What follows belongs to an exercise in optimizing a design on an open flow for small area and a short achievable clock period; a production flow would make more cautious choices.
The RTL was checked by simulation tests, not by an equivalence proof against the original design.
Power is estimated from default activity; no workload was simulated.

## design/flow/config.mk

```make
export PLATFORM = sky130hd
export DESIGN_NAME = complex
export DESIGN_NICKNAME = complex
export VERILOG_FILES = /design/flow/design.v
export SDC_FILE = /design/flow/constraint.sdc
export NUM_CORES = 4
export LEC_CHECK = 0
export CAP_MARGIN = 20
export CORE_MARGIN = 2
export CORE_UTILIZATION = 40
export PLACE_DENSITY = 0.6
export SLEW_MARGIN = 20
```

## design/flow/constraint.sdc

```tcl
create_clock -name core_clock -period 10.0 [get_ports {clk}]
set_input_delay 2.0000 -clock core_clock [delete_from_list [all_inputs] [get_ports {clk}]]
set_output_delay 2.0000 -clock core_clock [all_outputs]
set_load 0.01 [all_outputs]
```

## design/flow/design.v

```verilog
module half_adder(x,y,s,c);
   input x,y;
   output s,c;
   assign s=x^y;
   assign c=x&y;
endmodule  
module full_adder(x,y,c_in,s,c_out);
   input x,y,c_in;
   output s,c_out;
 assign s = (x^y) ^ c_in;
 assign c_out = (y&c_in)| (x&y) | (x&c_in);
endmodule  
module ha(a, b, sum, carry);
input a;
input b;
output sum;
output carry;
assign carry=a&b;
assign sum=a^b;
endmodule
module add_4_bit(input1,input2,answer);
parameter N=4;
input [N-1:0] input1,input2;
   output [N-1:0] answer;
   wire  carry_out;
  wire [N-1:0] carry;
   genvar i;
   generate 
   for(i=0;i<N;i=i+1)
     begin: generate_N_bit_Adder
   if(i==0) 
  half_adder f(input1[0],input2[0],answer[0],carry[0]);
   else
  full_adder f(input1[i],input2[i],carry[i-1],answer[i],carry[i]);
     end
  assign carry_out = carry[N-1];
   endgenerate
endmodule 
module add_6_bit(input1,input2,answer);
parameter N=6;
input [N-1:0] input1,input2;
   output [N-1:0] answer;
   wire  carry_out;
  wire [N-1:0] carry;
   genvar i;
   generate 
   for(i=0;i<N;i=i+1)
     begin: generate_N_bit_Adder
   if(i==0) 
  half_adder f(input1[0],input2[0],answer[0],carry[0]);
   else
  full_adder f(input1[i],input2[i],carry[i-1],answer[i],carry[i]);
     end
  assign carry_out = carry[N-1];
   endgenerate
endmodule 
module add_8_bit(input1,input2,answer);
parameter N=8;
input [N-1:0] input1,input2;
   output [N-1:0] answer;
   wire  carry_out;
  wire [N-1:0] carry;
   genvar i;
   generate 
   for(i=0;i<N;i=i+1)
     begin: generate_N_bit_Adder
   if(i==0) 
  half_adder f(input1[0],input2[0],answer[0],carry[0]);
   else
  full_adder f(input1[i],input2[i],carry[i-1],answer[i],carry[i]);
     end
  assign carry_out = carry[N-1];
   endgenerate
endmodule 
module add_12_bit(input1,input2,answer);
parameter N=12;
input [N-1:0] input1,input2;
   output [N-1:0] answer;
   wire  carry_out;
  wire [N-1:0] carry;
   genvar i;
   generate 
   for(i=0;i<N;i=i+1)
     begin: generate_N_bit_Adder
   if(i==0) 
  half_adder f(input1[0],input2[0],answer[0],carry[0]);
   else
  full_adder f(input1[i],input2[i],carry[i-1],answer[i],carry[i]);
     end
  assign carry_out = carry[N-1];
   endgenerate
endmodule 
module add_16_bit(input1,input2,answer);
parameter N=16;
input [N-1:0] input1,input2;
   output [N-1:0] answer;
   wire  carry_out;
  wire [N-1:0] carry;
   genvar i;
   generate 
   for(i=0;i<N;i=i+1)
     begin: generate_N_bit_Adder
   if(i==0) 
  half_adder f(input1[0],input2[0],answer[0],carry[0]);
   else
  full_adder f(input1[i],input2[i],carry[i-1],answer[i],carry[i]);
     end
  assign carry_out = carry[N-1];
   endgenerate
endmodule 
module sub_16_bit(input1,input2,answer);
parameter N=16;
input [N-1:0] input1,input2;
   output [N-1:0] answer;
   wire  carry_out;
   wire M;
   wire [N-1:0] temp;
  wire [N-1:0] carry;
   assign M = 1;
   genvar i;
   for(i=0; i<N; i=i+1)
   begin
       assign temp[i] = input2[i]^M; 
   end
   generate 
   for(i=0;i<N;i=i+1)
     begin: generate_N_bit_Adder
   if(i==0) 
        full_adder f(input1[0],temp[0],M,answer[0],carry[0]);
   else
        full_adder f(input1[i],temp[i],carry[i-1],answer[i],carry[i]);
     end
  assign carry_out = carry[N-1];
   endgenerate
endmodule 
module vedic_2x2(a,b,c);
input [1:0]a;
input [1:0]b;
output [3:0]c;
wire [3:0]c;
wire [3:0]temp;
assign c[0]=a[0]&b[0]; 
assign temp[0]=a[1]&b[0];
assign temp[1]=a[0]&b[1];
assign temp[2]=a[1]&b[1];
ha z1(temp[0],temp[1],c[1],temp[3]);
ha z2(temp[2],temp[3],c[2],c[3]);
endmodule
module vedic_4x4(a,b,c);
input [3:0]a;
input [3:0]b;
output [7:0]c;
wire [3:0]q0;	
wire [3:0]q1;	
wire [3:0]q2;
wire [3:0]q3;	
wire [7:0]c;
wire [3:0]temp1;
wire [5:0]temp2;
wire [5:0]temp3;
wire [5:0]temp4;
wire [3:0]q4;
wire [5:0]q5;
wire [5:0]q6;
vedic_2x2 z1(a[1:0],b[1:0],q0[3:0]);
vedic_2x2 z2(a[3:2],b[1:0],q1[3:0]);
vedic_2x2 z3(a[1:0],b[3:2],q2[3:0]);
vedic_2x2 z4(a[3:2],b[3:2],q3[3:0]);
assign temp1 ={2'b0,q0[3:2]};
add_4_bit z5(q1[3:0],temp1,q4);
assign temp2 ={2'b0,q2[3:0]};
assign temp3 ={q3[3:0],2'b0};
add_6_bit z6(temp2,temp3,q5);
assign temp4={2'b0,q4[3:0]};
add_6_bit z7(temp4,q5,q6);
assign c[1:0]=q0[1:0];
assign c[7:2]=q6[5:0];
endmodule
module vedic_8x8(a,b,c);
input [7:0]a;
input [7:0]b;
output [15:0]c;
wire [15:0]q0;	
wire [15:0]q1;	
wire [15:0]q2;
wire [15:0]q3;	
wire [15:0]c;
wire [7:0]temp1;
wire [11:0]temp2;
wire [11:0]temp3;
wire [11:0]temp4;
wire [7:0]q4;
wire [11:0]q5;
wire [11:0]q6;
vedic_4x4 z1(a[3:0],b[3:0],q0[7:0]);
vedic_4x4 z2(a[7:4],b[3:0],q1[7:0]);
vedic_4x4 z3(a[3:0],b[7:4],q2[7:0]);
vedic_4x4 z4(a[7:4],b[7:4],q3[7:0]);
assign temp1 ={4'b0,q0[7:4]};
add_8_bit z5(q1[7:0],temp1,q4);
assign temp2 ={4'b0,q2[7:0]};
assign temp3 ={q3[7:0],4'b0};
add_12_bit z6(temp2,temp3,q5);
assign temp4={4'b0,q4[7:0]};
add_12_bit z7(temp4,q5,q6);
assign c[3:0]=q0[3:0];
assign c[15:4]=q6[11:0];
endmodule
module complex(clk,a0,a1,b0,b1,im,re);
parameter N = 8;
input clk;
input [N-1:0] a0,a1,b0,b1;
output reg [15:0] im, re;
wire [15:0] im1, re1;
wire [15:0] q0, q1, q2, q3;
vedic_8x8 V1(a0,b0,q0);
vedic_8x8 V2(a1,b1,q1);
vedic_8x8 V3(a0,b1,q2);
vedic_8x8 V4(a1,b0,q3);
sub_16_bit A1(q0,q1,re1);
add_16_bit A2(q2,q3,im1);
always @(posedge clk) begin
    re <= re1;
    im <= im1;    
end
endmodule
```

## design/flow/run.sh

```bash
#!/bin/bash
# synth_recipe.tcl (not shown) runs the flow's synth.tcl, then flattens the netlist and writes it again
# the make line also repeats each setting of config.mk as NAME=value (left out here)
make -C /OpenROAD-flow-scripts/flow DESIGN_CONFIG=/design/flow/config.mk WORK_HOME=/design/flow/orfs CLKGATE_MAP_FILE= SYNTH_SCRIPT=/design/flow/synth_recipe.tcl finish
```

==> run summary <==
-- worst max-delay path by stage --
stage,from,endpoint,slack (ps)
floorplan,a1[1],im[15],-30
global placement,a1[1],im[15],-680
detailed placement,a1[1],re[15],-760
CTS,a1[1],re[15],-0.3
global route,a0[1],re[15],-7
finish,a0[1],im[15],260
-- logic make-up after synthesis --
family,after synthesis,share of synthesized area [%]
buf+inv,383,13.85
simple gates,256,14.68
fa+ha+maj,402,62.35
flops,32,6.172
xor+xnor,30,2.942
-- sequential cells by signal, summed over array words and instances (netlist names) --
register and count:
im 16, re 16
-- layout by cell type, fill, tap and decap left out, drive strengths merged --
cell type      instances
inv                  351
and2                 225
ha                   210
fa                   192
clkdlybuf4s50         52
buf                   44
dfxtp                 32
nand2                 31
xnor2                 15
xor2                  13
clkbuf                 9
dlymetal6s2s           6
xnor3                  2
dlygate4sd2            2
clkdlybuf4s15          2
-- per-layer routing --
layer  track usage (%)  share of wire, %  wire, µm  vias to the layer above
li1                  -                 -         -                     3309
met1             25.92                48     10270                     3334
met2             27.94                46      9774                      107
met3             1.673               4.8      1017                       11
met4             2.925              0.88       187                        0
met5                 0                 0         0                        -
-- worst min-delay path: cells and delay by family --
kind                     cells  cell delay (ps)
buffers and inverters        2              160
adder cells (fa/ha/maj)      1              120
AND/OR/NAND/NOR              1               90
-- power by group through the flow --
stage          registers, mW  clock network (mW)  logic (mW)
6_report               0.252               0.175        1.87
5_1_grt                0.257               0.188        2.23
4_1_cts                0.254               0.184        1.97
3_5_place_dp           0.256                   0        1.92
3_3_place_gp           0.254                   0        1.90
2_1_floorplan          0.288                   0        1.23
-- layout make-up --
| class | count | area [µm²] | area share, % |
|---|---|---|---|
| Timing Repair Buffer | 108 | 980.9 | 8.207 |
| Tap cell | 330 | 412.9 | 3.454 |
| Multi-Input combinational cell | 688 | 8448 | 70.68 |
| Inverter | 351 | 1318 | 11.02 |
| Clock buffer | 7 | 152.6 | 1.277 |
| Sequential cell | 32 | 640.6 | 5.360 |
-- per-stage QoR --
| stage | instances | power, mW | hold WS, ps | util, % |
|---|---|---|---|---|
| final | 1516 | 2.295 | 2116 | 47.19 |
| after global routing | 1516 | 2.677 | 2153 | 47.19 |
| after floorplan | 1103 | 1.518 | 2239 | - |
| after global placement | 1508 | 2.158 | 2736 | 46.07 |
| after detailed placement | 1508 | 2.171 | 2736 | 46.07 |
| after CTS | 1516 | 2.408 | 2265 | 46.94 |
-- what timing repair did --
action | 4_1_cts | 5_1_grt
endpoints found under the setup margin | 4 | 2
resized for setup | 36 | 34
pin swaps | 30 | 39
setup buffers | 1 | 0
==> impl_metrics.env <==
export IMPL_path_buf_inv=6
export IMPL_detail_route_antenna_nets=0
export IMPL_post_dp_cell_area_mm2=0.01167
export IMPL_portBuffers=64
export IMPL_core_mm2=0.02533
export IMPL_hold_buffers=0
export IMPL_crit_cells=29
export IMPL_synthTopCellsByArea="fa_1 37%, ha_1 25%, and2_1 14%"
export IMPL_syn_area_mm2=0.01038
export IMPL_drt_initial_drc_count=182
export IMPL_crit_path_max_fanout=3
export IMPL_status="timing/DRC/antenna clean"
export IMPL_tightest_slew_ps=735.5
export IMPL_dieWidth_um=165.1
export IMPL_synth_ff_type="dfxtp_1"
export IMPL_num_io_pins=65
export IMPL_grt_pass1_vias=7330
export IMPL_fin_area_mm2=0.01195
export IMPL_worst_path_max_delay_cell="fa_2"
export IMPL_synth_top_cells_by_count="351 x inv_1, 225 x and2_1, 210 x ha_1"
export IMPL_numCtsBuffers=5
export IMPL_power_density_mw_per_mm2=192.0
export IMPL_diodes=0
export IMPL_clock_path_buffers=2
export IMPL_fmax_mhz=102.7
export IMPL_hold_viol_final=0
export IMPL_path_clk_slew_ps=60
export IMPL_finalMaxSlewViolations=0
export IMPL_synthesis_instances=1103
export IMPL_row_count=58
export IMPL_worstPathRequired_ps=10180
export IMPL_cpPeakStageDelay_ps=530
export IMPL_finalSetupTns_ps=0
export IMPL_synth_most_common_cell="inv_1"
export IMPL_cts_sinks=32
export IMPL_die_h_um=165.1
export IMPL_worstSetupEndpointType="register"
export IMPL_drc_errors=0
export IMPL_worstPathArrival_ps=9930
export IMPL_rsz0062_at_grt="true"
export IMPL_die_area_mm2=0.02725
export IMPL_finalCritPeriodShare_pct=97.41
export IMPL_grt_pass1_wl_um=36310
export IMPL_hp_class="in -> reg"
export IMPL_syn_area_per_cell_um2=9.410
export IMPL_gp_congestion=0.8030
export IMPL_viasPerCell=4.460
export IMPL_power_switching_mw=1.049
export IMPL_seq_area_frac_synth_pct=6.172
export IMPL_irDropWorstVdd_uv=210.9
export IMPL_initial_core_util_pct=40.98
export IMPL_start_kind="input port"
export IMPL_grt_max_degree=17
export IMPL_setup_violations=0
export IMPL_drive_above_1_share_pct=9.865
export IMPL_crit_family="adder cells"
export IMPL_place_ws_ps=-763.0
export IMPL_grt_antenna_before_repair=0
export IMPL_p_int_mw=1.247
export IMPL_synth_seq_cells=32
export IMPL_fillers=2402
export IMPL_cp_common_cell="fa_2"
export IMPL_cts_root_buf="clkbuf_16"
export IMPL_netlist_area_leader_share_pct=37.03
export IMPL_yosysWarnings=1
export IMPL_switching_share_pct=45.69
export IMPL_synthArstFlopShare_pct=0
export IMPL_grt_ovfl_total=0
export IMPL_p_seq_share_pct=11.0
export IMPL_max_cap_violations=0
export IMPL_comb_power_share_pct=81.4
export IMPL_h_tree_depth=2
export IMPL_drtPass1Iterations=4
export IMPL_worstHoldStart="b0[0]"
export IMPL_synth_edff_count=0
export IMPL_ys_types=11
export IMPL_clkPwrFrac_pct=7.6
export IMPL_drt_wl_total_um=21250
export IMPL_vias=6761
export IMPL_criticalPathCategory="in -> reg"
export IMPL_final_nets=1621
export IMPL_hpwl_um=18220
export IMPL_area_growth_pct=15.17
export IMPL_cts_tree="done"
export IMPL_wl_per_cell_um=14.02
export IMPL_leakagePower_nw=6.221
export IMPL_synth_nets=1538
export IMPL_layout_setup_ws_ps=258.6
export IMPL_hold_path_cell_count=4
export IMPL_whs_endpoint="re[0]"
export IMPL_period_needed_ps=9741
export IMPL_synth_area_leader_cell="fa_1"
export IMPL_max_slew_margin_pct=50.81
export IMPL_grt_usage_pct=17.41

-- re-timing with driven ports --
How much do the figures lean on ideal ports? The routed layout below was timed once more, with nothing changed but the port constraints.
Step 1 (the two cells are an assumption about what drives the block):
set clk [get_ports {clk}]
set_driving_cell -lib_cell sky130_fd_sc_hd__clkbuf_16 $clk
set_driving_cell -lib_cell sky130_fd_sc_hd__buf_2 [delete_from_list [all_inputs] $clk]
Step 2 moves the port delays by t, midway between the first and last clock arrival at a register: inputs arrive t later, outputs are due t later. That takes back most of the time a late clock gives input paths.
Slacks: ideal / step 1 / step 2; pairs: ideal / step 1.
t (ns): 0.342
setup slack, ns: 0.259 / 0.285 / -0.057
worst register clock-pin slew, ns: 0.06 / 0.06
cell pins on the clock port's net: 1
Met with ideal ports but missed after step 2: setup timing in this run. For this run, drivers alone change the setup slack by +0.026 ns; drivers and shift together by -0.316 ns.
